This is an optimization exercise on Yosys and OpenROAD, whose aim is small area, not a production implementation. The RTL was checked by simulation tests, not by an equivalence proof against the original design. No driver is modelled on the clock port, so clocking that relies on it looks cheaper here than on a real chip. Power and IR drop assume default switching activity.

== rev 12 ==
==> flow/design.v (excerpt) <==
module SlaveFPGA(
           clk, reset, start_lower_adc, start_upper_adc, serial_data_out,
           lower_adc_error, upper_adc_error,
           SMT_MD, PDZ, NAPZ, ENTRI, INTUPZ, PGA,
           SCLK0, CNVST0, RD0, CS0, RESET0, OB2C0, PD0, SDOUT0, RDERROR0, BUSY0,
           SCLK1, CNVST1, RD1, CS1, RESET1, OB2C1, PD1, SDOUT1, RDERROR1, BUSY1
       );
input clk, reset;
input start_lower_adc, start_upper_adc;
output serial_data_out;
output lower_adc_error, upper_adc_error;
output SMT_MD, PDZ, NAPZ, ENTRI, INTUPZ;
output [2:0] PGA;
output SCLK0, CNVST0, RD0, CS0, RESET0, OB2C0, PD0;
input SDOUT0, RDERROR0, BUSY0;
output SCLK1, CNVST1, RD1, CS1, RESET1, OB2C1, PD1;
input SDOUT1, RDERROR1, BUSY1;
wire [15:0] lower_adc_data_wire, upper_adc_data_wire;
wire lower_adc_data_enable_wire, upper_adc_data_enable_wire;
ReadoutConfigurator readout_configurator(
                        SMT_MD, PDZ, NAPZ, ENTRI, INTUPZ, PGA
                    );
AdcController lower_adc_controller(
                  clk, reset, start_lower_adc, lower_adc_data_enable_wire, lower_adc_error, lower_adc_data_wire,
                  SCLK0, CNVST0, RD0, CS0, RESET0, OB2C0, PD0, SDOUT0, RDERROR0, BUSY0
              );
AdcController upper_adc_controller(
                  clk, reset, start_upper_adc, upper_adc_data_enable_wire, upper_adc_error, upper_adc_data_wire,
                  SCLK1, CNVST1, RD1, CS1, RESET1, OB2C1, PD1, SDOUT1, RDERROR1, BUSY1
              );
DataSerializer data_serializer(
                   clk, reset, lower_adc_data_wire, upper_adc_data_wire, lower_adc_data_enable_wire,
                   upper_adc_data_enable_wire, serial_data_out
               );
endmodule
clock: 8.0 ns
lec_check: 0
cap_margin: 20
core_margin: 2
core_utilization: 45
slew_margin: 20
standard.sh (not shown) runs the stock make flow with config.mk's settings and CLKGATE_MAP_FILE= SYNTH_SCRIPT=/design/flow/synth_recipe.tcl, a recipe that flattens the netlist after the stock synthesis.
==> flow/flow/run.sh <==
#!/bin/bash
# Standard layout (the standard.sh) with these changes:
# - synthesis is the standard flow's own script (synth_recipe.tcl, unchanged) except that ABC
#   maps with flow/abc_area.script (flow/synth.tcl); the registers are the same;
# - after floorplan, combinational cells get the smallest drive strength of
#   their family (flow/downsize.tcl); later repair steps size up as needed;
# - port buffers use the smallest buffer (buf_1) instead of ORFS's default choice;
# - clock tree from clkbuf_4 buffers, without CTS dummy loads; a clock
#   buffer whose flip-flops would see a slow clock edge becomes a clkbuf_8
#   (flow/clock_slew.tcl).
# make's output goes to standard_flow.log; each ORFS step keeps its own log
# under orfs/logs/.
set -euo pipefail
bash standard.sh \
  "SYNTH_SCRIPT=$(pwd)/flow/synth.tcl" \
  "POST_FLOORPLAN_TCL=$(pwd)/flow/downsize.tcl" \
  "POST_CTS_TCL=$(pwd)/flow/clock_slew.tcl" \
  'BUFFER_PORTS_ARGS=-buffer_cell sky130_fd_sc_hd__buf_1' \
  'CTS_ARGS=-sink_clustering_enable -repair_clock_nets -buf_list sky130_fd_sc_hd__clkbuf_4 -dont_use_dummy_load' \
  finish > standard_flow.log 2>&1
==> flow/flow/abc_area.script <==
&get -n
&st
&syn2
&dch
&nf -R 1000
&put
mfs2
&get -n
&st
&dch
&nf -R 1000
&put
dnsize -c
==> flow/flow/synth.tcl <==
# The standard flow's synthesis script (synth_recipe.tcl, sourced unchanged) with one change:
# ABC maps the logic with flow/abc_area.script, which recovers area under the
# (loose) clock period, instead of ORFS's abc_speed.script. Flip-flops are
# mapped before ABC runs, so the registers are those of the standard synthesis.
set flow_dir [file dirname [file normalize [info script]]]
set ::my_abc_script [file join $flow_dir abc_area.script]
proc abc {args} {
  set i [lsearch -exact $args -script]
  if {$i >= 0} { lset args [expr {$i + 1}] $::my_abc_script }
  yosys abc {*}$args
}
source [file join [file dirname $flow_dir] synth_recipe.tcl]
Other scripts of this flow, unchanged in this note and not shown: flow/flow/clock_slew.tcl, flow/flow/downsize.tcl
Changes in rev 13 relative to rev 12:
-- flow/flow/run.sh --
<<< rev 12, line 1
#!/bin/bash
# Standard layout (the standard.sh) with these changes:
# - synthesis is the standard flow's own script (synth_recipe.tcl, unchanged) except that ABC
#   maps with flow/abc_area.script (flow/synth.tcl); the registers are the same;
# - after floorplan, combinational cells get the smallest drive strength of
>>> rev 13, line 1
#!/bin/bash
# Standard layout (the standard.sh, standard synthesis) with these changes:
# - after floorplan, combinational cells get the smallest drive strength of
<<< rev 12, line 14
bash standard.sh \
  "SYNTH_SCRIPT=$(pwd)/flow/synth.tcl" \
  "POST_FLOORPLAN_TCL=$(pwd)/flow/downsize.tcl" \
>>> rev 13, line 12
bash standard.sh \
  "POST_FLOORPLAN_TCL=$(pwd)/flow/downsize.tcl" \
removed: flow/flow/abc_area.script
removed: flow/flow/synth.tcl
--- outcome ---
Compared to rev 12, rev 13 has data arrival at the endpoint of the critical path 190 ps higher. Taking rev 12 as the reference point, the worst hold slack after final layout of rev 13 rises by 5.3 ps. The sequential share of layout area of rev 13 is lower than that of rev 12. Looking at register-to-register slack across rev 13 and rev 12, the one that comes out higher is rev 13. Routed wirelength normalized by instance count in rev 13 is 0.66 µm below rev 12. In the tables for rev 13 and rev 12, combinational group share of total power reads lower with rev 13.

[separate check: timing with driven ports]
No port has a modelled driver above. Below, the same layouts with a new extraction and two added sets of constraints.
Step 1, drivers: a clkbuf_16 drives clk and a buf_2 each remaining input, both assumed.
Step 2 moves the port delays by t, midway between the first and last clock arrival at a register: inputs arrive t later, outputs are due t later. That takes back most of the time a late clock gives input paths.
Three values: ideal, step 1, step 2; two values: the first two.
run	t, ns	slack for setup (ns)	latest minus earliest clock arrival (ns)
rev 12	0.403	4.041 / 4.015 / 4.418	0.028 / 0.028
rev 13	0.412	3.849 / 3.823 / 4.235	0.024 / 0.024
After both steps setup and hold are still met in every run listed.
